Context: an optimization exercise on an open-source flow, tuned for small area. The choices shown serve that exercise and are no tape-out recipe.
Function was checked by simulation only, so behaviour that the tests miss may differ from the original.

## design/flow/flow/run.sh

```bash
#!/bin/bash
set -euo pipefail
W=$(pwd)
cat > "$W/area_synth.tcl" <<EOT
proc abc {args} {
  set i [lsearch -exact \$args -script]
  if {\$i >= 0} { lset args [expr {\$i + 1}] {$W/flow/area.abc} }
  yosys abc {*}\$args
}
source {$W/synth_recipe.tcl}
EOT
bash standard.sh SYNTH_SCRIPT="$W/area_synth.tcl" "BUFFER_PORTS_ARGS=-buffer_cell sky130_fd_sc_hd__buf_1" finish > "$W/standard_flow.log" 2>&1
```

## design/flow/flow/area.abc

```
strash
balance -l
resub -K 6 -l
rewrite -l
resub -K 6 -N 2 -l
refactor -l
resub -K 8 -l
balance -l
resub -K 8 -N 2 -l
rewrite -l
resub -K 10 -l
rewrite -z -l
resub -K 10 -N 2 -l
balance -l
resub -K 12 -l
refactor -z -l
resub -K 12 -N 2 -l
rewrite -z -l
balance -l
balance -l
resub -K 6 -l
rewrite -l
resub -K 6 -N 2 -l
refactor -l
resub -K 8 -l
balance -l
resub -K 8 -N 2 -l
rewrite -l
resub -K 10 -l
rewrite -z -l
resub -K 10 -N 2 -l
balance -l
resub -K 12 -l
refactor -z -l
resub -K 12 -N 2 -l
rewrite -z -l
balance -l
dch -f
amap
topo
```

## design/flow/standard.sh

```bash
#!/bin/bash
# synth_recipe.tcl (not shown) runs the flow's synth.tcl, then flattens the netlist and writes it again
# the make line also repeats each setting of config.mk as NAME=value (left out here)
make -C /OpenROAD-flow-scripts/flow DESIGN_CONFIG=/design/flow/config.mk WORK_HOME=/design/flow/orfs CLKGATE_MAP_FILE= SYNTH_SCRIPT=/design/flow/synth_recipe.tcl "${@:-finish}"
```

## design/flow/config.mk

```make
export PLATFORM = sky130hd
export DESIGN_NAME = LCD_driver
export DESIGN_NICKNAME = LCD_driver
export VERILOG_FILES = /design/flow/design.v
export SDC_FILE = /design/flow/constraint.sdc
export NUM_CORES = 4
export LEC_CHECK = 0
export ABC_AREA = 1
export CAP_MARGIN = 20
export CORE_MARGIN = 2
export CORE_UTILIZATION = 60
export CTS_BUF_LIST = sky130_fd_sc_hd__clkbuf_4
export PLACE_DENSITY = 0.7
export SETUP_SLACK_MARGIN = -2.0
export SLEW_MARGIN = 20
```

## design/flow/constraint.sdc

```tcl
create_clock -name core_clock -period 30.0 [get_ports {system_clk}]
set_input_delay 6.0000 -clock core_clock [delete_from_list [all_inputs] [get_ports {system_clk}]]
set_output_delay 6.0000 -clock core_clock [all_outputs]
set_load 0.01 [all_outputs]
```

## design/flow/design.v

```verilog
module LCD_driver(
    input system_clk, rst, run,
    input [31:0] score,
    output LCD_RW, LCD_EN, LCD_RS, LCD_RST,
    output reg [7:0] LCD_DATA
);
    localparam S0 = 3'd0, S1 = 3'd1, S1J = 3'd5, S2A = 3'd2, S2B = 3'd3, S3 = 3'd4, S4 = 3'd6;
    reg [2:0] st;
    reg [5:0] idx;
    reg [3:0] dreg;   
    wire [3:0] dig;
    LCD_conv conv(.x(score), .k(~idx[3:0]), .d(dig));
    wire fresh = (idx == 6'd0);
    assign LCD_RS  = ~fresh;
    assign LCD_RW  = fresh;
    assign LCD_EN  = fresh | (st == S2A) | (st == S2B) | (st == S3);
    assign LCD_RST = (fresh & (st == S0)) | (st == S1J);
    wire go4 = (run & ~idx[5]) | (idx[5] & (idx[4] | (idx[3:0] == 4'd0)));
    always @(posedge system_clk) begin
        if (st == S1) dreg <= dig;
        if (rst) begin
            st <= S0;
            idx <= 6'd0;
        end else begin
            case (st)
                S0:  st <= go4 ? S4 : S1;
                S1:  begin st <= S2A; idx <= idx + 6'd1; end
                S1J: begin st <= S2A; idx <= 6'd33; end
                S2A: st <= S2B;
                S2B: st <= S3;
                S3:  st <= S0;
                S4:  st <= run ? S1J : S4;
                default: st <= 3'bxxx;
            endcase
        end
    end
    always @* begin
        case (idx)
            6'd0:  LCD_DATA = 8'h00;
            6'd1:  LCD_DATA = 8'h28;  
            6'd2:  LCD_DATA = 8'h45;  
            6'd3:  LCD_DATA = 8'h4C;  
            6'd4:  LCD_DATA = 8'h4C;  
            6'd5:  LCD_DATA = 8'h4F;  
            6'd6:  LCD_DATA = 8'h01;  
            6'd7, 6'd8, 6'd9, 6'd10, 6'd11, 6'd12, 6'd13, 6'd14, 6'd15, 6'd16:
                   LCD_DATA = 8'h5F;  
            6'd17: LCD_DATA = 8'h30;  
            6'd18: LCD_DATA = 8'h52;  
            6'd19: LCD_DATA = 8'h45;  
            6'd20: LCD_DATA = 8'h53;  
            6'd21: LCD_DATA = 8'h53;  
            6'd22: LCD_DATA = 8'h5F;  
            6'd23: LCD_DATA = 8'h52;  
            6'd24: LCD_DATA = 8'h55;  
            6'd25: LCD_DATA = 8'h4E;  
            6'd26: LCD_DATA = 8'h01;  
            6'd27, 6'd28, 6'd29, 6'd30, 6'd31, 6'd32:
                   LCD_DATA = 8'h5F;  
            6'd33: LCD_DATA = 8'h33;  
            6'd34: LCD_DATA = 8'h43;  
            6'd35: LCD_DATA = 8'h4F;  
            6'd36: LCD_DATA = 8'h52;  
            6'd37: LCD_DATA = 8'h45;  
            6'd38: LCD_DATA = 8'h1A;  
            default: LCD_DATA = {4'h3, dreg};
        endcase
    end
endmodule
module LCD_conv(input [31:0] x, input [3:0] k, output reg [3:0] d);
  wire [31:0] y0;
  wire [28:0] y1;
  wire [25:0] y2;
  wire [22:0] y3;
  wire [18:0] y4;
  wire [15:0] y5;
  wire [12:0] y6;
  wire [8:0] y7;
  wire [5:0] y8;
  wire [2:0] y9;
  assign y0 = x;
  wire [2:0] s_0_30;
  LCD_e5 e0(.b(y0[31:30]), .s(s_0_30));
  wire [2:0] s_0_29; wire q_0_29;
  LCD_m5 c0_29(.s(s_0_30), .y(y0[29]), .q(q_0_29), .o(s_0_29));
  wire [2:0] s_0_28; wire q_0_28;
  LCD_m5 c0_28(.s(s_0_29), .y(y0[28]), .q(q_0_28), .o(s_0_28));
  wire [2:0] s_0_27; wire q_0_27;
  LCD_m5 c0_27(.s(s_0_28), .y(y0[27]), .q(q_0_27), .o(s_0_27));
  wire [2:0] s_0_26; wire q_0_26;
  LCD_m5 c0_26(.s(s_0_27), .y(y0[26]), .q(q_0_26), .o(s_0_26));
  wire [2:0] s_0_25; wire q_0_25;
  LCD_m5 c0_25(.s(s_0_26), .y(y0[25]), .q(q_0_25), .o(s_0_25));
  wire [2:0] s_0_24; wire q_0_24;
  LCD_m5 c0_24(.s(s_0_25), .y(y0[24]), .q(q_0_24), .o(s_0_24));
  wire [2:0] s_0_23; wire q_0_23;
  LCD_m5 c0_23(.s(s_0_24), .y(y0[23]), .q(q_0_23), .o(s_0_23));
  wire [2:0] s_0_22; wire q_0_22;
  LCD_m5 c0_22(.s(s_0_23), .y(y0[22]), .q(q_0_22), .o(s_0_22));
  wire [2:0] s_0_21; wire q_0_21;
  LCD_m5 c0_21(.s(s_0_22), .y(y0[21]), .q(q_0_21), .o(s_0_21));
  wire [2:0] s_0_20; wire q_0_20;
  LCD_m5 c0_20(.s(s_0_21), .y(y0[20]), .q(q_0_20), .o(s_0_20));
  wire [2:0] s_0_19; wire q_0_19;
  LCD_m5 c0_19(.s(s_0_20), .y(y0[19]), .q(q_0_19), .o(s_0_19));
  wire [2:0] s_0_18; wire q_0_18;
  LCD_m5 c0_18(.s(s_0_19), .y(y0[18]), .q(q_0_18), .o(s_0_18));
  wire [2:0] s_0_17; wire q_0_17;
  LCD_m5 c0_17(.s(s_0_18), .y(y0[17]), .q(q_0_17), .o(s_0_17));
  wire [2:0] s_0_16; wire q_0_16;
  LCD_m5 c0_16(.s(s_0_17), .y(y0[16]), .q(q_0_16), .o(s_0_16));
  wire [2:0] s_0_15; wire q_0_15;
  LCD_m5 c0_15(.s(s_0_16), .y(y0[15]), .q(q_0_15), .o(s_0_15));
  wire [2:0] s_0_14; wire q_0_14;
  LCD_m5 c0_14(.s(s_0_15), .y(y0[14]), .q(q_0_14), .o(s_0_14));
  wire [2:0] s_0_13; wire q_0_13;
  LCD_m5 c0_13(.s(s_0_14), .y(y0[13]), .q(q_0_13), .o(s_0_13));
  wire [2:0] s_0_12; wire q_0_12;
  LCD_m5 c0_12(.s(s_0_13), .y(y0[12]), .q(q_0_12), .o(s_0_12));
  wire [2:0] s_0_11; wire q_0_11;
  LCD_m5 c0_11(.s(s_0_12), .y(y0[11]), .q(q_0_11), .o(s_0_11));
  wire [2:0] s_0_10; wire q_0_10;
  LCD_m5 c0_10(.s(s_0_11), .y(y0[10]), .q(q_0_10), .o(s_0_10));
  wire [2:0] s_0_9; wire q_0_9;
  LCD_m5 c0_9(.s(s_0_10), .y(y0[9]), .q(q_0_9), .o(s_0_9));
  wire [2:0] s_0_8; wire q_0_8;
  LCD_m5 c0_8(.s(s_0_9), .y(y0[8]), .q(q_0_8), .o(s_0_8));
  wire [2:0] s_0_7; wire q_0_7;
  LCD_m5 c0_7(.s(s_0_8), .y(y0[7]), .q(q_0_7), .o(s_0_7));
  wire [2:0] s_0_6; wire q_0_6;
  LCD_m5 c0_6(.s(s_0_7), .y(y0[6]), .q(q_0_6), .o(s_0_6));
  wire [2:0] s_0_5; wire q_0_5;
  LCD_m5 c0_5(.s(s_0_6), .y(y0[5]), .q(q_0_5), .o(s_0_5));
  wire [2:0] s_0_4; wire q_0_4;
  LCD_m5 c0_4(.s(s_0_5), .y(y0[4]), .q(q_0_4), .o(s_0_4));
  wire [2:0] s_0_3; wire q_0_3;
  LCD_m5 c0_3(.s(s_0_4), .y(y0[3]), .q(q_0_3), .o(s_0_3));
  wire [2:0] s_0_2; wire q_0_2;
  LCD_m5 c0_2(.s(s_0_3), .y(y0[2]), .q(q_0_2), .o(s_0_2));
  wire [2:0] last_o_0; wire q_0_1;
  LCD_m5 c0_1(.s(s_0_2), .y(y0[1]), .q(q_0_1), .o(last_o_0));
  assign y1[0] = q_0_1;
  assign y1[1] = q_0_2;
  assign y1[2] = q_0_3;
  assign y1[3] = q_0_4;
  assign y1[4] = q_0_5;
  assign y1[5] = q_0_6;
  assign y1[6] = q_0_7;
  assign y1[7] = q_0_8;
  assign y1[8] = q_0_9;
  assign y1[9] = q_0_10;
  assign y1[10] = q_0_11;
  assign y1[11] = q_0_12;
  assign y1[12] = q_0_13;
  assign y1[13] = q_0_14;
  assign y1[14] = q_0_15;
  assign y1[15] = q_0_16;
  assign y1[16] = q_0_17;
  assign y1[17] = q_0_18;
  assign y1[18] = q_0_19;
  assign y1[19] = q_0_20;
  assign y1[20] = q_0_21;
  assign y1[21] = q_0_22;
  assign y1[22] = q_0_23;
  assign y1[23] = q_0_24;
  assign y1[24] = q_0_25;
  assign y1[25] = q_0_26;
  assign y1[26] = q_0_27;
  assign y1[27] = q_0_28;
  assign y1[28] = q_0_29;
  wire [2:0] pen0 = s_0_2;
  wire [2:0] s_1_27;
  LCD_e5 e1(.b(y1[28:27]), .s(s_1_27));
  wire [2:0] s_1_26; wire q_1_26;
  LCD_m5 c1_26(.s(s_1_27), .y(y1[26]), .q(q_1_26), .o(s_1_26));
  wire [2:0] s_1_25; wire q_1_25;
  LCD_m5 c1_25(.s(s_1_26), .y(y1[25]), .q(q_1_25), .o(s_1_25));
  wire [2:0] s_1_24; wire q_1_24;
  LCD_m5 c1_24(.s(s_1_25), .y(y1[24]), .q(q_1_24), .o(s_1_24));
  wire [2:0] s_1_23; wire q_1_23;
  LCD_m5 c1_23(.s(s_1_24), .y(y1[23]), .q(q_1_23), .o(s_1_23));
  wire [2:0] s_1_22; wire q_1_22;
  LCD_m5 c1_22(.s(s_1_23), .y(y1[22]), .q(q_1_22), .o(s_1_22));
  wire [2:0] s_1_21; wire q_1_21;
  LCD_m5 c1_21(.s(s_1_22), .y(y1[21]), .q(q_1_21), .o(s_1_21));
  wire [2:0] s_1_20; wire q_1_20;
  LCD_m5 c1_20(.s(s_1_21), .y(y1[20]), .q(q_1_20), .o(s_1_20));
  wire [2:0] s_1_19; wire q_1_19;
  LCD_m5 c1_19(.s(s_1_20), .y(y1[19]), .q(q_1_19), .o(s_1_19));
  wire [2:0] s_1_18; wire q_1_18;
  LCD_m5 c1_18(.s(s_1_19), .y(y1[18]), .q(q_1_18), .o(s_1_18));
  wire [2:0] s_1_17; wire q_1_17;
  LCD_m5 c1_17(.s(s_1_18), .y(y1[17]), .q(q_1_17), .o(s_1_17));
  wire [2:0] s_1_16; wire q_1_16;
  LCD_m5 c1_16(.s(s_1_17), .y(y1[16]), .q(q_1_16), .o(s_1_16));
  wire [2:0] s_1_15; wire q_1_15;
  LCD_m5 c1_15(.s(s_1_16), .y(y1[15]), .q(q_1_15), .o(s_1_15));
  wire [2:0] s_1_14; wire q_1_14;
  LCD_m5 c1_14(.s(s_1_15), .y(y1[14]), .q(q_1_14), .o(s_1_14));
  wire [2:0] s_1_13; wire q_1_13;
  LCD_m5 c1_13(.s(s_1_14), .y(y1[13]), .q(q_1_13), .o(s_1_13));
  wire [2:0] s_1_12; wire q_1_12;
  LCD_m5 c1_12(.s(s_1_13), .y(y1[12]), .q(q_1_12), .o(s_1_12));
  wire [2:0] s_1_11; wire q_1_11;
  LCD_m5 c1_11(.s(s_1_12), .y(y1[11]), .q(q_1_11), .o(s_1_11));
  wire [2:0] s_1_10; wire q_1_10;
  LCD_m5 c1_10(.s(s_1_11), .y(y1[10]), .q(q_1_10), .o(s_1_10));
  wire [2:0] s_1_9; wire q_1_9;
  LCD_m5 c1_9(.s(s_1_10), .y(y1[9]), .q(q_1_9), .o(s_1_9));
  wire [2:0] s_1_8; wire q_1_8;
  LCD_m5 c1_8(.s(s_1_9), .y(y1[8]), .q(q_1_8), .o(s_1_8));
  wire [2:0] s_1_7; wire q_1_7;
  LCD_m5 c1_7(.s(s_1_8), .y(y1[7]), .q(q_1_7), .o(s_1_7));
  wire [2:0] s_1_6; wire q_1_6;
  LCD_m5 c1_6(.s(s_1_7), .y(y1[6]), .q(q_1_6), .o(s_1_6));
  wire [2:0] s_1_5; wire q_1_5;
  LCD_m5 c1_5(.s(s_1_6), .y(y1[5]), .q(q_1_5), .o(s_1_5));
  wire [2:0] s_1_4; wire q_1_4;
  LCD_m5 c1_4(.s(s_1_5), .y(y1[4]), .q(q_1_4), .o(s_1_4));
  wire [2:0] s_1_3; wire q_1_3;
  LCD_m5 c1_3(.s(s_1_4), .y(y1[3]), .q(q_1_3), .o(s_1_3));
  wire [2:0] s_1_2; wire q_1_2;
  LCD_m5 c1_2(.s(s_1_3), .y(y1[2]), .q(q_1_2), .o(s_1_2));
  wire [2:0] last_o_1; wire q_1_1;
  LCD_m5 c1_1(.s(s_1_2), .y(y1[1]), .q(q_1_1), .o(last_o_1));
  assign y2[0] = q_1_1;
  assign y2[1] = q_1_2;
  assign y2[2] = q_1_3;
  assign y2[3] = q_1_4;
  assign y2[4] = q_1_5;
  assign y2[5] = q_1_6;
  assign y2[6] = q_1_7;
  assign y2[7] = q_1_8;
  assign y2[8] = q_1_9;
  assign y2[9] = q_1_10;
  assign y2[10] = q_1_11;
  assign y2[11] = q_1_12;
  assign y2[12] = q_1_13;
  assign y2[13] = q_1_14;
  assign y2[14] = q_1_15;
  assign y2[15] = q_1_16;
  assign y2[16] = q_1_17;
  assign y2[17] = q_1_18;
  assign y2[18] = q_1_19;
  assign y2[19] = q_1_20;
  assign y2[20] = q_1_21;
  assign y2[21] = q_1_22;
  assign y2[22] = q_1_23;
  assign y2[23] = q_1_24;
  assign y2[24] = q_1_25;
  assign y2[25] = q_1_26;
  wire [2:0] pen1 = s_1_2;
  wire [2:0] s_2_24;
  LCD_e5 e2(.b(y2[25:24]), .s(s_2_24));
  wire [2:0] s_2_23; wire q_2_23;
  LCD_m5 c2_23(.s(s_2_24), .y(y2[23]), .q(q_2_23), .o(s_2_23));
  wire [2:0] s_2_22; wire q_2_22;
  LCD_m5 c2_22(.s(s_2_23), .y(y2[22]), .q(q_2_22), .o(s_2_22));
  wire [2:0] s_2_21; wire q_2_21;
  LCD_m5 c2_21(.s(s_2_22), .y(y2[21]), .q(q_2_21), .o(s_2_21));
  wire [2:0] s_2_20; wire q_2_20;
  LCD_m5 c2_20(.s(s_2_21), .y(y2[20]), .q(q_2_20), .o(s_2_20));
  wire [2:0] s_2_19; wire q_2_19;
  LCD_m5 c2_19(.s(s_2_20), .y(y2[19]), .q(q_2_19), .o(s_2_19));
  wire [2:0] s_2_18; wire q_2_18;
  LCD_m5 c2_18(.s(s_2_19), .y(y2[18]), .q(q_2_18), .o(s_2_18));
  wire [2:0] s_2_17; wire q_2_17;
  LCD_m5 c2_17(.s(s_2_18), .y(y2[17]), .q(q_2_17), .o(s_2_17));
  wire [2:0] s_2_16; wire q_2_16;
  LCD_m5 c2_16(.s(s_2_17), .y(y2[16]), .q(q_2_16), .o(s_2_16));
  wire [2:0] s_2_15; wire q_2_15;
  LCD_m5 c2_15(.s(s_2_16), .y(y2[15]), .q(q_2_15), .o(s_2_15));
  wire [2:0] s_2_14; wire q_2_14;
  LCD_m5 c2_14(.s(s_2_15), .y(y2[14]), .q(q_2_14), .o(s_2_14));
  wire [2:0] s_2_13; wire q_2_13;
  LCD_m5 c2_13(.s(s_2_14), .y(y2[13]), .q(q_2_13), .o(s_2_13));
  wire [2:0] s_2_12; wire q_2_12;
  LCD_m5 c2_12(.s(s_2_13), .y(y2[12]), .q(q_2_12), .o(s_2_12));
  wire [2:0] s_2_11; wire q_2_11;
  LCD_m5 c2_11(.s(s_2_12), .y(y2[11]), .q(q_2_11), .o(s_2_11));
  wire [2:0] s_2_10; wire q_2_10;
  LCD_m5 c2_10(.s(s_2_11), .y(y2[10]), .q(q_2_10), .o(s_2_10));
  wire [2:0] s_2_9; wire q_2_9;
  LCD_m5 c2_9(.s(s_2_10), .y(y2[9]), .q(q_2_9), .o(s_2_9));
  wire [2:0] s_2_8; wire q_2_8;
  LCD_m5 c2_8(.s(s_2_9), .y(y2[8]), .q(q_2_8), .o(s_2_8));
  wire [2:0] s_2_7; wire q_2_7;
  LCD_m5 c2_7(.s(s_2_8), .y(y2[7]), .q(q_2_7), .o(s_2_7));
  wire [2:0] s_2_6; wire q_2_6;
  LCD_m5 c2_6(.s(s_2_7), .y(y2[6]), .q(q_2_6), .o(s_2_6));
  wire [2:0] s_2_5; wire q_2_5;
  LCD_m5 c2_5(.s(s_2_6), .y(y2[5]), .q(q_2_5), .o(s_2_5));
  wire [2:0] s_2_4; wire q_2_4;
  LCD_m5 c2_4(.s(s_2_5), .y(y2[4]), .q(q_2_4), .o(s_2_4));
  wire [2:0] s_2_3; wire q_2_3;
  LCD_m5 c2_3(.s(s_2_4), .y(y2[3]), .q(q_2_3), .o(s_2_3));
  wire [2:0] s_2_2; wire q_2_2;
  LCD_m5 c2_2(.s(s_2_3), .y(y2[2]), .q(q_2_2), .o(s_2_2));
  wire [2:0] last_o_2; wire q_2_1;
  LCD_m5 c2_1(.s(s_2_2), .y(y2[1]), .q(q_2_1), .o(last_o_2));
  assign y3[0] = q_2_1;
  assign y3[1] = q_2_2;
  assign y3[2] = q_2_3;
  assign y3[3] = q_2_4;
  assign y3[4] = q_2_5;
  assign y3[5] = q_2_6;
  assign y3[6] = q_2_7;
  assign y3[7] = q_2_8;
  assign y3[8] = q_2_9;
  assign y3[9] = q_2_10;
  assign y3[10] = q_2_11;
  assign y3[11] = q_2_12;
  assign y3[12] = q_2_13;
  assign y3[13] = q_2_14;
  assign y3[14] = q_2_15;
  assign y3[15] = q_2_16;
  assign y3[16] = q_2_17;
  assign y3[17] = q_2_18;
  assign y3[18] = q_2_19;
  assign y3[19] = q_2_20;
  assign y3[20] = q_2_21;
  assign y3[21] = q_2_22;
  assign y3[22] = q_2_23;
  wire [2:0] pen2 = s_2_2;
  wire [2:0] s_3_21;
  LCD_e5 e3(.b(y3[22:21]), .s(s_3_21));
  wire [2:0] s_3_20; wire q_3_20;
  LCD_m5 c3_20(.s(s_3_21), .y(y3[20]), .q(q_3_20), .o(s_3_20));
  wire [2:0] s_3_19; wire q_3_19;
  LCD_m5 c3_19(.s(s_3_20), .y(y3[19]), .q(q_3_19), .o(s_3_19));
  wire [2:0] s_3_18; wire q_3_18;
  LCD_m5 c3_18(.s(s_3_19), .y(y3[18]), .q(q_3_18), .o(s_3_18));
  wire [2:0] s_3_17; wire q_3_17;
  LCD_m5 c3_17(.s(s_3_18), .y(y3[17]), .q(q_3_17), .o(s_3_17));
  wire [2:0] s_3_16; wire q_3_16;
  LCD_m5 c3_16(.s(s_3_17), .y(y3[16]), .q(q_3_16), .o(s_3_16));
  wire [2:0] s_3_15; wire q_3_15;
  LCD_m5 c3_15(.s(s_3_16), .y(y3[15]), .q(q_3_15), .o(s_3_15));
  wire [2:0] s_3_14; wire q_3_14;
  LCD_m5 c3_14(.s(s_3_15), .y(y3[14]), .q(q_3_14), .o(s_3_14));
  wire [2:0] s_3_13; wire q_3_13;
  LCD_m5 c3_13(.s(s_3_14), .y(y3[13]), .q(q_3_13), .o(s_3_13));
  wire [2:0] s_3_12; wire q_3_12;
  LCD_m5 c3_12(.s(s_3_13), .y(y3[12]), .q(q_3_12), .o(s_3_12));
  wire [2:0] s_3_11; wire q_3_11;
  LCD_m5 c3_11(.s(s_3_12), .y(y3[11]), .q(q_3_11), .o(s_3_11));
  wire [2:0] s_3_10; wire q_3_10;
  LCD_m5 c3_10(.s(s_3_11), .y(y3[10]), .q(q_3_10), .o(s_3_10));
  wire [2:0] s_3_9; wire q_3_9;
  LCD_m5 c3_9(.s(s_3_10), .y(y3[9]), .q(q_3_9), .o(s_3_9));
  wire [2:0] s_3_8; wire q_3_8;
  LCD_m5 c3_8(.s(s_3_9), .y(y3[8]), .q(q_3_8), .o(s_3_8));
  wire [2:0] s_3_7; wire q_3_7;
  LCD_m5 c3_7(.s(s_3_8), .y(y3[7]), .q(q_3_7), .o(s_3_7));
  wire [2:0] s_3_6; wire q_3_6;
  LCD_m5 c3_6(.s(s_3_7), .y(y3[6]), .q(q_3_6), .o(s_3_6));
  wire [2:0] s_3_5; wire q_3_5;
  LCD_m5 c3_5(.s(s_3_6), .y(y3[5]), .q(q_3_5), .o(s_3_5));
  wire [2:0] s_3_4; wire q_3_4;
  LCD_m5 c3_4(.s(s_3_5), .y(y3[4]), .q(q_3_4), .o(s_3_4));
  wire [2:0] s_3_3; wire q_3_3;
  LCD_m5 c3_3(.s(s_3_4), .y(y3[3]), .q(q_3_3), .o(s_3_3));
  wire [2:0] s_3_2; wire q_3_2;
  LCD_m5 c3_2(.s(s_3_3), .y(y3[2]), .q(q_3_2), .o(s_3_2));
  wire [2:0] last_o_3; wire q_3_1;
  LCD_m5 c3_1(.s(s_3_2), .y(y3[1]), .q(q_3_1), .o(last_o_3));
  assign y4[0] = q_3_1;
  assign y4[1] = q_3_2;
  assign y4[2] = q_3_3;
  assign y4[3] = q_3_4;
  assign y4[4] = q_3_5;
  assign y4[5] = q_3_6;
  assign y4[6] = q_3_7;
  assign y4[7] = q_3_8;
  assign y4[8] = q_3_9;
  assign y4[9] = q_3_10;
  assign y4[10] = q_3_11;
  assign y4[11] = q_3_12;
  assign y4[12] = q_3_13;
  assign y4[13] = q_3_14;
  assign y4[14] = q_3_15;
  assign y4[15] = q_3_16;
  assign y4[16] = q_3_17;
  assign y4[17] = q_3_18;
  assign y4[18] = q_3_19;
  wire [2:0] pen3 = s_3_2;
  wire [2:0] s_4_17;
  LCD_e5 e4(.b(y4[18:17]), .s(s_4_17));
  wire [2:0] s_4_16; wire q_4_16;
  LCD_m5 c4_16(.s(s_4_17), .y(y4[16]), .q(q_4_16), .o(s_4_16));
  wire [2:0] s_4_15; wire q_4_15;
  LCD_m5 c4_15(.s(s_4_16), .y(y4[15]), .q(q_4_15), .o(s_4_15));
  wire [2:0] s_4_14; wire q_4_14;
  LCD_m5 c4_14(.s(s_4_15), .y(y4[14]), .q(q_4_14), .o(s_4_14));
  wire [2:0] s_4_13; wire q_4_13;
  LCD_m5 c4_13(.s(s_4_14), .y(y4[13]), .q(q_4_13), .o(s_4_13));
  wire [2:0] s_4_12; wire q_4_12;
  LCD_m5 c4_12(.s(s_4_13), .y(y4[12]), .q(q_4_12), .o(s_4_12));
  wire [2:0] s_4_11; wire q_4_11;
  LCD_m5 c4_11(.s(s_4_12), .y(y4[11]), .q(q_4_11), .o(s_4_11));
  wire [2:0] s_4_10; wire q_4_10;
  LCD_m5 c4_10(.s(s_4_11), .y(y4[10]), .q(q_4_10), .o(s_4_10));
  wire [2:0] s_4_9; wire q_4_9;
  LCD_m5 c4_9(.s(s_4_10), .y(y4[9]), .q(q_4_9), .o(s_4_9));
  wire [2:0] s_4_8; wire q_4_8;
  LCD_m5 c4_8(.s(s_4_9), .y(y4[8]), .q(q_4_8), .o(s_4_8));
  wire [2:0] s_4_7; wire q_4_7;
  LCD_m5 c4_7(.s(s_4_8), .y(y4[7]), .q(q_4_7), .o(s_4_7));
  wire [2:0] s_4_6; wire q_4_6;
  LCD_m5 c4_6(.s(s_4_7), .y(y4[6]), .q(q_4_6), .o(s_4_6));
  wire [2:0] s_4_5; wire q_4_5;
  LCD_m5 c4_5(.s(s_4_6), .y(y4[5]), .q(q_4_5), .o(s_4_5));
  wire [2:0] s_4_4; wire q_4_4;
  LCD_m5 c4_4(.s(s_4_5), .y(y4[4]), .q(q_4_4), .o(s_4_4));
  wire [2:0] s_4_3; wire q_4_3;
  LCD_m5 c4_3(.s(s_4_4), .y(y4[3]), .q(q_4_3), .o(s_4_3));
  wire [2:0] s_4_2; wire q_4_2;
  LCD_m5 c4_2(.s(s_4_3), .y(y4[2]), .q(q_4_2), .o(s_4_2));
  wire [2:0] last_o_4; wire q_4_1;
  LCD_m5 c4_1(.s(s_4_2), .y(y4[1]), .q(q_4_1), .o(last_o_4));
  assign y5[0] = q_4_1;
  assign y5[1] = q_4_2;
  assign y5[2] = q_4_3;
  assign y5[3] = q_4_4;
  assign y5[4] = q_4_5;
  assign y5[5] = q_4_6;
  assign y5[6] = q_4_7;
  assign y5[7] = q_4_8;
  assign y5[8] = q_4_9;
  assign y5[9] = q_4_10;
  assign y5[10] = q_4_11;
  assign y5[11] = q_4_12;
  assign y5[12] = q_4_13;
  assign y5[13] = q_4_14;
  assign y5[14] = q_4_15;
  assign y5[15] = q_4_16;
  wire [2:0] pen4 = s_4_2;
  wire [2:0] s_5_14;
  LCD_e5 e5(.b(y5[15:14]), .s(s_5_14));
  wire [2:0] s_5_13; wire q_5_13;
  LCD_m5 c5_13(.s(s_5_14), .y(y5[13]), .q(q_5_13), .o(s_5_13));
  wire [2:0] s_5_12; wire q_5_12;
  LCD_m5 c5_12(.s(s_5_13), .y(y5[12]), .q(q_5_12), .o(s_5_12));
  wire [2:0] s_5_11; wire q_5_11;
  LCD_m5 c5_11(.s(s_5_12), .y(y5[11]), .q(q_5_11), .o(s_5_11));
  wire [2:0] s_5_10; wire q_5_10;
  LCD_m5 c5_10(.s(s_5_11), .y(y5[10]), .q(q_5_10), .o(s_5_10));
  wire [2:0] s_5_9; wire q_5_9;
  LCD_m5 c5_9(.s(s_5_10), .y(y5[9]), .q(q_5_9), .o(s_5_9));
  wire [2:0] s_5_8; wire q_5_8;
  LCD_m5 c5_8(.s(s_5_9), .y(y5[8]), .q(q_5_8), .o(s_5_8));
  wire [2:0] s_5_7; wire q_5_7;
  LCD_m5 c5_7(.s(s_5_8), .y(y5[7]), .q(q_5_7), .o(s_5_7));
  wire [2:0] s_5_6; wire q_5_6;
  LCD_m5 c5_6(.s(s_5_7), .y(y5[6]), .q(q_5_6), .o(s_5_6));
  wire [2:0] s_5_5; wire q_5_5;
  LCD_m5 c5_5(.s(s_5_6), .y(y5[5]), .q(q_5_5), .o(s_5_5));
  wire [2:0] s_5_4; wire q_5_4;
  LCD_m5 c5_4(.s(s_5_5), .y(y5[4]), .q(q_5_4), .o(s_5_4));
  wire [2:0] s_5_3; wire q_5_3;
  LCD_m5 c5_3(.s(s_5_4), .y(y5[3]), .q(q_5_3), .o(s_5_3));
  wire [2:0] s_5_2; wire q_5_2;
  LCD_m5 c5_2(.s(s_5_3), .y(y5[2]), .q(q_5_2), .o(s_5_2));
  wire [2:0] last_o_5; wire q_5_1;
  LCD_m5 c5_1(.s(s_5_2), .y(y5[1]), .q(q_5_1), .o(last_o_5));
  assign y6[0] = q_5_1;
  assign y6[1] = q_5_2;
  assign y6[2] = q_5_3;
  assign y6[3] = q_5_4;
  assign y6[4] = q_5_5;
  assign y6[5] = q_5_6;
  assign y6[6] = q_5_7;
  assign y6[7] = q_5_8;
  assign y6[8] = q_5_9;
  assign y6[9] = q_5_10;
  assign y6[10] = q_5_11;
  assign y6[11] = q_5_12;
  assign y6[12] = q_5_13;
  wire [2:0] pen5 = s_5_2;
  wire [2:0] s_6_11;
  LCD_e5 e6(.b(y6[12:11]), .s(s_6_11));
  wire [2:0] s_6_10; wire q_6_10;
  LCD_m5 c6_10(.s(s_6_11), .y(y6[10]), .q(q_6_10), .o(s_6_10));
  wire [2:0] s_6_9; wire q_6_9;
  LCD_m5 c6_9(.s(s_6_10), .y(y6[9]), .q(q_6_9), .o(s_6_9));
  wire [2:0] s_6_8; wire q_6_8;
  LCD_m5 c6_8(.s(s_6_9), .y(y6[8]), .q(q_6_8), .o(s_6_8));
  wire [2:0] s_6_7; wire q_6_7;
  LCD_m5 c6_7(.s(s_6_8), .y(y6[7]), .q(q_6_7), .o(s_6_7));
  wire [2:0] s_6_6; wire q_6_6;
  LCD_m5 c6_6(.s(s_6_7), .y(y6[6]), .q(q_6_6), .o(s_6_6));
  wire [2:0] s_6_5; wire q_6_5;
  LCD_m5 c6_5(.s(s_6_6), .y(y6[5]), .q(q_6_5), .o(s_6_5));
  wire [2:0] s_6_4; wire q_6_4;
  LCD_m5 c6_4(.s(s_6_5), .y(y6[4]), .q(q_6_4), .o(s_6_4));
  wire [2:0] s_6_3; wire q_6_3;
  LCD_m5 c6_3(.s(s_6_4), .y(y6[3]), .q(q_6_3), .o(s_6_3));
  wire [2:0] s_6_2; wire q_6_2;
  LCD_m5 c6_2(.s(s_6_3), .y(y6[2]), .q(q_6_2), .o(s_6_2));
  wire [2:0] last_o_6; wire q_6_1;
  LCD_m5 c6_1(.s(s_6_2), .y(y6[1]), .q(q_6_1), .o(last_o_6));
  assign y7[0] = q_6_1;
  assign y7[1] = q_6_2;
  assign y7[2] = q_6_3;
  assign y7[3] = q_6_4;
  assign y7[4] = q_6_5;
  assign y7[5] = q_6_6;
  assign y7[6] = q_6_7;
  assign y7[7] = q_6_8;
  assign y7[8] = q_6_9;
  wire [2:0] pen6 = s_6_2;
  wire [2:0] s_7_7;
  LCD_e5 e7(.b(y7[8:7]), .s(s_7_7));
  wire [2:0] s_7_6; wire q_7_6;
  LCD_m5 c7_6(.s(s_7_7), .y(y7[6]), .q(q_7_6), .o(s_7_6));
  wire [2:0] s_7_5; wire q_7_5;
  LCD_m5 c7_5(.s(s_7_6), .y(y7[5]), .q(q_7_5), .o(s_7_5));
  wire [2:0] s_7_4; wire q_7_4;
  LCD_m5 c7_4(.s(s_7_5), .y(y7[4]), .q(q_7_4), .o(s_7_4));
  wire [2:0] s_7_3; wire q_7_3;
  LCD_m5 c7_3(.s(s_7_4), .y(y7[3]), .q(q_7_3), .o(s_7_3));
  wire [2:0] s_7_2; wire q_7_2;
  LCD_m5 c7_2(.s(s_7_3), .y(y7[2]), .q(q_7_2), .o(s_7_2));
  wire [2:0] last_o_7; wire q_7_1;
  LCD_m5 c7_1(.s(s_7_2), .y(y7[1]), .q(q_7_1), .o(last_o_7));
  assign y8[0] = q_7_1;
  assign y8[1] = q_7_2;
  assign y8[2] = q_7_3;
  assign y8[3] = q_7_4;
  assign y8[4] = q_7_5;
  assign y8[5] = q_7_6;
  wire [2:0] pen7 = s_7_2;
  wire [2:0] s_8_4;
  LCD_e5 e8(.b(y8[5:4]), .s(s_8_4));
  wire [2:0] s_8_3; wire q_8_3;
  LCD_m5 c8_3(.s(s_8_4), .y(y8[3]), .q(q_8_3), .o(s_8_3));
  wire [2:0] s_8_2; wire q_8_2;
  LCD_m5 c8_2(.s(s_8_3), .y(y8[2]), .q(q_8_2), .o(s_8_2));
  wire [2:0] last_o_8; wire q_8_1;
  LCD_m5 c8_1(.s(s_8_2), .y(y8[1]), .q(q_8_1), .o(last_o_8));
  assign y9[0] = q_8_1;
  assign y9[1] = q_8_2;
  assign y9[2] = q_8_3;
  wire [2:0] pen8 = s_8_2;
  wire [2:0] pen9;
  LCD_e5 e9(.b({1'b0, y9[2]}), .s(pen9));
  reg [2:0] ms; reg my1, my0;
  always @* begin
    case (k)
      4'd0: begin ms = pen0; my1 = y0[1]; my0 = y0[0]; end
      4'd1: begin ms = pen1; my1 = y1[1]; my0 = y1[0]; end
      4'd2: begin ms = pen2; my1 = y2[1]; my0 = y2[0]; end
      4'd3: begin ms = pen3; my1 = y3[1]; my0 = y3[0]; end
      4'd4: begin ms = pen4; my1 = y4[1]; my0 = y4[0]; end
      4'd5: begin ms = pen5; my1 = y5[1]; my0 = y5[0]; end
      4'd6: begin ms = pen6; my1 = y6[1]; my0 = y6[0]; end
      4'd7: begin ms = pen7; my1 = y7[1]; my0 = y7[0]; end
      4'd8: begin ms = pen8; my1 = y8[1]; my0 = y8[0]; end
      4'd9: begin ms = pen9; my1 = y9[1]; my0 = y9[0]; end
      default: begin ms = 3'bxxx; my1 = 1'bx; my0 = 1'bx; end
    endcase
  end
  wire [2:0] fs, fr; wire unused_q;
  LCD_m5 cl(.s(ms), .y(my1), .q(unused_q), .o(fs));
  LCD_d5 dd(.c(fs), .r(fr));
  always @* d = {fr, my0};
endmodule
module LCD_m5(input [2:0] s, input y, output q, output [2:0] o);
  assign q = (s[2]) | (y & s[1]);
  assign o[0] = (~y & s[2]) | (y & ~s[1] & ~s[2]);
  assign o[1] = (~y & s[0] & ~s[2]) | (y & s[0] & s[2]);
  assign o[2] = (~s[0] & s[2]) | (~y & s[1]) | (y & s[0] & ~s[2]);
endmodule
module LCD_e5(input [1:0] b, output [2:0] s);
  assign s[0] = (b[0]);
  assign s[1] = (~b[0] & b[1]);
  assign s[2] = (b[0] & b[1]);
endmodule
module LCD_d5(input [2:0] c, output [2:0] r);
  assign r[0] = (c[0]);
  assign r[1] = (c[1]) | (c[0] & c[2]);
  assign r[2] = (~c[0] & c[2]);
endmodule
```

==> run summary, run 1 <==
antenna violations before repair=0; Setup crit end kind=flop; Final ANT Viol Nets=0; ys async rst share=0%; htree depth=1; DRC=0; post-synthesis register bit count=13; outcome=no timing/DRC/antenna violations; Most used DFF post-synth=dfxtp_1; gr ovfl total=0; Pre-Repair DR Iteration Count=6; CTS Sinks=13; Synth area leaders=nor2_1, o21ai_0, clkinv_1, nand2_1, a21oi_1; Synth Area per Inst=5.07 µm²; Clock Latency Late Sink=0.30 ns; Slowest-stage cell, CP=o41ai_2; DIE HEIGHT=105 µm; cell mode on critical path=o21ai_0; worst slew pin tran=0.849 ns; placed insts=1398; crit start category=primary input; WS Path Type=in -> reg; Area growth syn-to-layout=9.35%; I/O Pins=47; share of cells above drive strength 1=3.06%; CTS root buf=clkbuf_4; Die Area=11100 µm²; Max clock buf depth=2; synthesized cell area=6170 µm²; clk slew on worst S/H paths=0.09 ns; Worst EP required=30.04 ns; Final Util=66.6%; sequential fraction of the synthesis area=4.87%; vias per inst=5.73; critical path fanouts, max=5; Routed WL=14.9 mm; nets=1313; Layout Cell Area excl Fill=6750 µm²; CTS Buf Count=3; final worst slack=1.25 ns; GRT Util Overall=26.5%; Slew headroom=42.9%; Final HPWL DP=12.4 mm; Cells after Synth=1217; Hold Path Class=reg -> reg; post-route insts no fill=1409; wire per inst=10.6 µm; max-slew violation count=0; Final Skew=0.00509 ns; PortBufs=45; Synth area leader=nor2_1; Worst Path Arrival=28.79 ns; CTS tree=built; synth warn=2; period utilisation layout=95.8%; dpl cell area=6510 µm²; via count of the first global-routing pass=6805; Max Cap Viol=0; count of different cell masters after synthesis=50; DRT iter0 DRCs=416; number of flops mapped to enable cells by yosys=4; Max Fclk=34.8 MHz; CTS Hold Bufs=0; ANT cells=0; die extent in x=105 µm; vias=8072; Cell Rows=37; Setup TNS Final=0 ns; first-pass GRT wire length=26.7 mm; Initial Utilization=60.9%; Placer Congestion=0.990; final setup fails=0; largest net degree at the start of global routing=10; Hold Violations, Final=0; top cell type's share of synthesized area=17.0%; post-route minimum period=28.75 ns; Post-Synthesis Net Count=1256; core area=10100 µm²; Place WS=0.453 ns; CP max stage delay=0.44 ns
-- cells by family (layout without fill, tap and decap cells) --
kind of cell               count (synthesis)  after routing  synth area share, %
AOI/OAI and AO/OA                        456            456                 44.6
adders and majority gates                  4              4                0.811
buffers and inverters                    242            298                 14.8
DFF                                       13             13                 4.87
other                                      1              1               0.0608
and+or+nand+nor                          501            501                 34.8
-- layout by cell type, fill, tap and decap left out, types with 16 or more instances in the layout --
cell type	instances
o22ai_1	41
clkinv_1	239
o21ai_0	185
o21a_1	23
nor2b_1	31
o211ai_1	16
a31oi_1	33
nand2_1	93
a21oi_1	57
or2_0	25
nor3_1	30
nor2_1	279
buf_1	44
-- per-layer routing --
layer	up-vias	wire, µm	track usage, %	share of wire (%)
met4	0	112	3.62	0.75
met1	3494	7820	37.7	53
met5	-	0	0	0
met3	17	571	1.55	3.8
li1	4402	-	-	-
met2	159	6370	44.9	43
-- synth_stat cells, drive strengths merged, types with 6 or more instances --
cell type and count:
a21oi 59, a22oi 7, a31oi 44, clkinv 241
dfxtp 9, nand2 93, nand3 13, nor2 280
nor2b 31, nor3 31, nor4 7, o211ai 16
o21a 23, o21ai 196, o221ai 13, o22ai 41
o31ai 10, o32ai 6, or2 25, or3 12
-- critical path, delay by kind of cell --
kind	cells	cell delay, ns
AND/OR/NAND/NOR	38	5.30
AO/OA/AOI/OAI	59	14.80
buffers and inverters	18	2.64
-- final timing paths --
| kind | start | slack, ns | endpoint | cells after the start |
|---|---|---|---|---|
| worst max register to register | idx[0] | 26.38 | dreg[2] | 15 |
| worst min-delay path | st[1] | 0.50 | st[2] | 2 |
| worst min register to register | st[1] | 0.50 | st[2] | 2 |
| worst max-delay path | score[29] | 1.25 | dreg[2] | 115 |
-- area by class of cell --
cell class,instances,area [µm²]
multi-input combinational,962,5120
fill,1072,3390
tap,136,170
inverter,241,905
timing repair buffer,53,230
sequential,13,300
clock buffer,3,22.5
clock inverter,1,5.00
-- flip-flops by register name (all words and copies together) (netlist names) --
name / cells
st: 3
idx: 6
dreg: 4
-- per-stage QoR --
stage               hold slack [ns]
floorplan                     0.460
global placement              0.489
detailed placement            0.486
CTS                           0.505
global route                  0.524
finish                        0.504
-- repair_timing --
item | 4_1_cts | 5_1_grt
resized for setup | 0 | 42
setup buffers | 0 | 7
setup endpoints to repair | 0 | 4
==> run 2: changes to the inputs <==
--- a/design/flow/config.mk
+++ b/design/flow/config.mk
@@ -12,3 +12,3 @@
 export CTS_BUF_LIST = sky130_fd_sc_hd__clkbuf_4
-export PLACE_DENSITY = 0.7
+export PLACE_DENSITY = 0.85
 export SETUP_SLACK_MARGIN = -2.0
==> run summary, run 2 <==
top-count cell post-synth=nor2_1; first-pass GRT wire length=26.2 mm (-2.0%); WHS Path Cells=2 (unchanged); Setup crit end kind=flop; mux cell area share after synthesis=0% (unchanged); die extent in x=105 µm (unchanged); most frequent cells in the layout=nor2_1, clkinv_1, o21ai_0; core area=10100 µm² (unchanged); count of different cell masters after synthesis=50 (unchanged); worst slew pin tran=0.805 ns (-0.0441 ns); Die Area=11100 µm² (unchanged); DRT iter0 DRCs=610 (+47%); Pre-Repair DR Iteration Count=6 (unchanged); vias per inst=5.87 (+2.5%); Hold Path Class=reg -> reg; Largest register FFs=6 (unchanged); top cell type's share of synthesized area=17.0% (unchanged); hold_ws=0.517 ns (+0.0137 ns); Worst EP required=30.04 ns (about the same); Final HPWL DP=12.3 mm (-0.87%); Post-Synthesis Net Count=1256 (unchanged); clk slew on worst S/H paths=0.09 ns (about the same); Placer Congestion=1.02 (+3.1%); min-delay src=st[1]; share of cells above drive strength 1=2.44% (-0.62 points); outcome=no timing/DRC/antenna violations; Worst Path Arrival=29.18 ns (+0.39 ns); Compound-Gate Fraction of Synth Area=44.6% (unchanged); sequential fraction of the synthesis area=4.87% (unchanged); most common cell after layout, fill and taps aside=nor2_1; Max Cap Viol=0 (unchanged); Cell Rows=37 (unchanged); Final Util=66.2% (-0.38 points); Clock Latency Late Sink=0.29 ns (about the same); ys async rst share=0% (unchanged); Post-Synth XOR/XNOR Area=0% (unchanged); multi-input logic area=5090 µm² (-0.46%); cell mode on critical path=clkinv_1; flop-to-flop setup slack=26.37 ns (about the same); synthesized cell area=6170 µm² (unchanged); post-synthesis register bit count=13 (unchanged); vias=8262 (+2.4%); Cells after Synth=1217 (unchanged); GRT Util Overall=25.7% (-0.79 points); Slew headroom=45.9% (+3.0 points); R2R Path End=dreg[2]; WS Path Type=in -> reg; Worst Hold End=st[2]; post-route minimum period=29.14 ns (+0.389 ns); Synth area leaders=nor2_1, o21ai_0, clkinv_1, nand2_1, a21oi_1; CP max stage delay=0.39 ns (-0.05 ns); Largest Register=idx; reg2reg path depth=14 (-1); Most used DFF post-synth=dfxtp_1; Synth area leader=nor2_1; CTS Hold Bufs=0 (unchanged); Slowest-stage cell, CP=o31ai_2; I/O Pins=47 (unchanged); period utilisation layout=97.1% (+1.3 points); largest net degree at the start of global routing=10 (unchanged); Max Fclk=34.3 MHz (-1.3%); htree depth=1 (unchanged); antenna violations before repair=0 (unchanged); top flop regs=idx (6), dreg (4), st (3); top cells by instance count after synthesis=nor2_1, clkinv_1, o21ai_0; max-slew violation count=0 (unchanged); wire per inst=10.8 µm (+2.4%); Synth Area per Inst=5.07 µm² (unchanged); CTS Sinks=13 (unchanged); main combinational cell family by area after synthesis=compound AO/OA/AOI/OAI gates; Sequential Area=300 µm² (unchanged); Final ANT Viol Nets=0 (unchanged); crit start category=primary input; ANT cells=0 (unchanged); CTS Buf Count=3 (unchanged); PortBufs=45 (unchanged); DIE HEIGHT=105 µm (unchanged); Area growth syn-to-layout=8.72%; critical path fanouts, max=5 (unchanged); via count of the first global-routing pass=6892 (+1.3%); DRC=0 (unchanged); final setup fails=0 (unchanged); Routed WL=15.2 mm (+2.2%); nets=1311 (-0.15%); # fillers=968 (-9.7%); reg2reg start=idx[0]; Initial Utilization=60.9% (unchanged); gr ovfl total=0 (unchanged); crit path from=score[29]; Final Skew=0.00151 ns (-0.00357 ns); Synth Area in Adders=0.811% (unchanged); Max clock buf depth=2 (unchanged); Hold Violations, Final=0 (unchanged); number of flops mapped to enable cells by yosys=4 (unchanged); CTS root buf=clkbuf_4; CTS tree=built; simple-gate area share of the yosys netlist=34.8% (unchanged); synth warn=2 (unchanged)
==> run 2: cell counts after synthesis <==
Identical to the previous run, type by type.
==> run 2: metrics by stage <==
| step | TNS, ns | instance area [µm²] | setup WS, ns | instances |
|---|---|---|---|---|
| after floorplan | 0 | 6170 | 4.08 | 1217 |
| after global placement | 0 | 6500 | 1.09 | 1397 |
| after detailed placement | 0 | 6500 | 0.496 | 1397 |
| after CTS | 0 | 6530 | 0.682 | 1401 |
| after global routing | -8.49 | 6710 | -2.32 | 1407 |
| final | 0 | 6710 | 0.860 | 1407 |
==> run 2: layer usage <==
| metal | global-route usage (%) | wire, µm | vias up |
|---|---|---|---|
| li1 | - | - | 4410 |
| met1 | 34.8 | 7280 | 3616 |
| met2 | 45.9 | 7060 | 224 |
| met3 | 2.10 | 799 | 12 |
| met4 | 2.38 | 59 | 0 |
| met5 | 0 | 0 | - |
==> run 2: repair_timing <==
action                                  in CTS  in global routing
resized for setup                            0                 31
endpoints found under the setup margin       0                  4
setup buffers                                0                  6
==> run 2: cell families after synthesis <==
| group | after synthesis |
|---|---|
| adders and majority gates | 4 |
| other | 1 |
| DFF | 13 |
| AOI/OAI and AO/OA | 456 |
| and+or+nand+nor | 501 |
| buffers and inverters | 242 |
==> run 2: critical path, delay by kind of cell <==
family / cells / cell delay, ns
AO/OA/AOI/OAI: 75 / 13.97
buffers and inverters: 44 / 5.19
AND/OR/NAND/NOR: 33 / 4.00
==> run 2: final cells by class <==
| type | instances | area share (%) |
|---|---|---|
| flip-flops and latches | 13 | 4.48 |
| clock buffers | 3 | 0.336 |
| repair buffers | 51 | 3.21 |
| well taps | 136 | 2.54 |
| multi-input cells | 962 | 75.9 |
| clock inverters | 1 | 0.0746 |
| inverters | 241 | 13.5 |
==> run 2: how the worst max path moves through the flow <==
stage / slack, ns / depth (start not counted) / end
after floorplan: 4.08 / 150 / dreg[2]
after global placement: 1.09 / 151 / dreg[2]
after detailed placement: 0.50 / 151 / dreg[2]
after CTS: 0.68 / 151 / dreg[2]
after global routing: -2.32 / 152 / dreg[2]
final: 0.86 / 152 / dreg[2]
==> run 3: changes to the inputs <==
--- a/design/flow/config.mk
+++ b/design/flow/config.mk
@@ -12,4 +12,4 @@
 export CTS_BUF_LIST = sky130_fd_sc_hd__clkbuf_4
-export PLACE_DENSITY = 0.85
-export SETUP_SLACK_MARGIN = -2.0
+export PLACE_DENSITY = 0.7
+export SETUP_SLACK_MARGIN = -1.5
 export SLEW_MARGIN = 20
==> run summary, run 3 <==
Sequential Area=300 µm² (unchanged); number of flops mapped to enable cells by yosys=4 (unchanged); Largest Register=idx; most common cell after layout, fill and taps aside=nor2_1; PortBufs=45 (unchanged); CP max stage delay=0.37 ns (-0.02 ns); Final ANT Viol Nets=0 (unchanged); vias=8045 (-2.6%); top cell type's share of synthesized area=17.0% (unchanged); Die Area=11100 µm² (unchanged); post-route minimum period=28.16 ns (-0.984 ns); I/O Pins=47 (unchanged); antenna violations before repair=0 (unchanged); Worst EP required=30.04 ns (about the same); Synth area leader=nor2_1; Hold Path Class=reg -> reg; DRT iter0 DRCs=400 (-34%); dpl cell area=6510 µm² (+0.12%); Max clock buf depth=2 (unchanged); gr ovfl total=0 (unchanged); clk slew on worst S/H paths=0.09 ns (about the same); GRT Util Overall=26.5% (+0.79 points); CTS tree=built; DRC=0 (unchanged); first-pass GRT wire length=26.7 mm (+2.0%); period utilisation layout=93.9% (-3.3 points); Slew headroom=41.1% (-4.7 points); crit path from=score[31]; CTS Buf Count=3 (unchanged); Cells after Synth=1217 (unchanged); final worst slack=1.84 ns (+0.984 ns); Placer Congestion=0.990 (-3.0%); DIE HEIGHT=105 µm (unchanged); Layout Cell Area excl Fill=6790 µm² (+1.2%); WS Path Type=in -> reg; top flop regs=idx (6), dreg (4), st (3); max-slew violation count=0 (unchanged); met1 usage=37.7% (+2.9 points); Most used DFF post-synth=dfxtp_1; Max Fclk=35.5 MHz (+3.5%); Area growth syn-to-layout=10.0%; Setup crit end kind=flop; Pre-Repair DR Iteration Count=5 (-1); gr busiest metal=met2; Buf+Inv Stages, Crit Path=44 (unchanged); CP delay by family, top=compound AO/OA/AOI/OAI gates; vias per inst=5.70 (-2.9%); Hold Violations, Final=0 (unchanged); top-count cell post-synth=nor2_1; share of cells above drive strength 1=3.84% (+1.4 points); htree depth=1 (unchanged); outcome=no timing/DRC/antenna violations; # fillers=1066 (+10%); Cell Rows=37 (unchanged); ys async rst share=0% (unchanged); multi-input logic area=5140 µm² (+0.98%); min-delay src=st[1]; most frequent cells in the layout=nor2_1, clkinv_1, o21ai_0; largest net degree at the start of global routing=10 (unchanged); via count of the first global-routing pass=6805 (-1.3%); CTS Sinks=13 (unchanged); reg2reg start=idx[0]; Slowest-stage cell, CP=o31ai_2; core area=10100 µm² (unchanged); Synth area leaders=nor2_1, o21ai_0, clkinv_1, nand2_1, a21oi_1; critical path fanouts, max=7 (+2); Synth Area per Inst=5.07 µm² (unchanged); Largest register FFs=6 (unchanged); Max Cap Viol=0 (unchanged); wire per inst=10.6 µm (-2.1%); synth warn=2 (unchanged); Initial Utilization=60.9% (unchanged); Worst Path Arrival=28.19 ns (-0.99 ns); CTS Hold Bufs=0 (unchanged); top cells by instance count after synthesis=nor2_1, clkinv_1, o21ai_0; ANT cells=0 (unchanged); nets=1315 (+0.31%); crit start category=primary input; synthesized cell area=6170 µm² (unchanged); Clock Latency Late Sink=0.30 ns (about the same); sequential fraction of the synthesis area=4.87% (unchanged); final setup fails=0 (unchanged); Routed WL=14.9 mm (-1.8%); Final HPWL DP=12.4 mm (+0.88%); Place WS=0.453 ns (-0.0429 ns); Setup TNS Final=0 ns (unchanged); Post-Synthesis Net Count=1256 (unchanged); die extent in x=105 µm (unchanged); GR Layer Usage met3=1.55% (-0.56 points); worst slew pin tran=0.875 ns (+0.0704 ns); cell mode on critical path=clkinv_1; post-synthesis register bit count=13 (unchanged); Final Skew=0.00342 ns (+0.00191 ns); CTS root buf=clkbuf_4; count of different cell masters after synthesis=50 (unchanged); global routing met2 resource utilization=44.9% (-0.97 points)
## run 3: cell counts after synthesis
Identical to the previous run, type by type.
## run 3: per-stage QoR
| stage | hold slack (ns) | std cells | util (%) |
|---|---|---|---|
| 3_5_place_dp | 0.486 | 1398 | 64.2 |
| 3_3_place_gp | 0.489 | 1398 | 64.2 |
| 6_report | 0.501 | 1411 | 67.0 |
| 5_1_grt | 0.524 | 1411 | 67.0 |
| 2_1_floorplan | 0.460 | 1217 | - |
| 4_1_cts | 0.505 | 1402 | 64.5 |
## run 3: per-layer routing
metal / routed length (µm) / vias up
li1: - / 4413
met1: 7840 / 3482
met2: 6460 / 141
met3: 542 / 9
met4: 80 / 0
met5: 0 / -
## run 3: logic make-up (layout without fill, tap and decap cells)
group	count (synthesis)	in the layout	share of synthesized area (%)
simple gates	501	501	34.8
compound gates	456	456	44.6
buf+inv	242	300	14.8
flops	13	13	4.87
fa+ha+maj	4	4	0.811
other cells	1	1	0.0608
## run 3: worst reg2reg max path, delay by kind of cell (launching register included)
family / cells / cell delay (ns)
and+or+nand+nor: 4 / 1.07
AOI/OAI and AO/OA: 6 / 0.99
buffers and inverters: 3 / 0.62
DFF: 1 / 0.39
adders and majority gates: 1 / 0.24
## run 3: what timing repair did
item	4_1_cts	5_1_grt
endpoints found under the setup margin	0	4
gates resized for setup	0	57
buffers inserted	0	9
## run 3: path summary, 6_finish.rpt
path	endpoint	cells after the start	slack, ns
max reg2reg	dreg[2]	14	26.43
min	st[2]	2	0.50
min reg2reg	st[2]	2	0.50
max	dreg[2]	152	1.84
## run 3: final cells by class
| class | instances | area share, % |
|---|---|---|
| inverter | 241 | 13.3 |
| clock buffer | 3 | 0.332 |
| timing repair buffer | 55 | 3.61 |
| tap | 136 | 2.51 |
| sequential | 13 | 4.42 |
| clock inverter | 1 | 0.0737 |
| multi-input combinational | 962 | 75.7 |

-- separate check: timing with driven ports --
How much do the figures lean on ideal ports? The routed layouts below were timed once more, with nothing changed but the port constraints. Step 1 (the two cells are an assumption about what drives the block):
set clk [get_ports {system_clk}]
set_driving_cell -lib_cell sky130_fd_sc_hd__clkbuf_16 $clk
set_driving_cell -lib_cell sky130_fd_sc_hd__buf_2 [delete_from_list [all_inputs] $clk]
Step 2 moves the port delays by t, midway between the first and last clock arrival at a register: inputs arrive t later, outputs are due t later. That takes back most of the time a late clock gives input paths. Slacks: ideal ports / drivers / drivers and shift; pairs: ideal ports / drivers.
run	t (ns)	setup WS [ns]	clock arrival spread, ns	pins driven straight from the clock port
run 1	0.322	1.249 / 1.254 / 0.933	0.005 / 0.005	1
run 2	0.313	0.860 / 0.855 / 0.542	0.001 / 0.002	1
run 3	0.322	1.844 / 1.846 / 1.524	0.004 / 0.004	1
After both steps setup and hold are still met in every run listed. The setup slack of run 3, which loses most, moves by +0.002 ns with the drivers and by -0.320 ns with both steps.
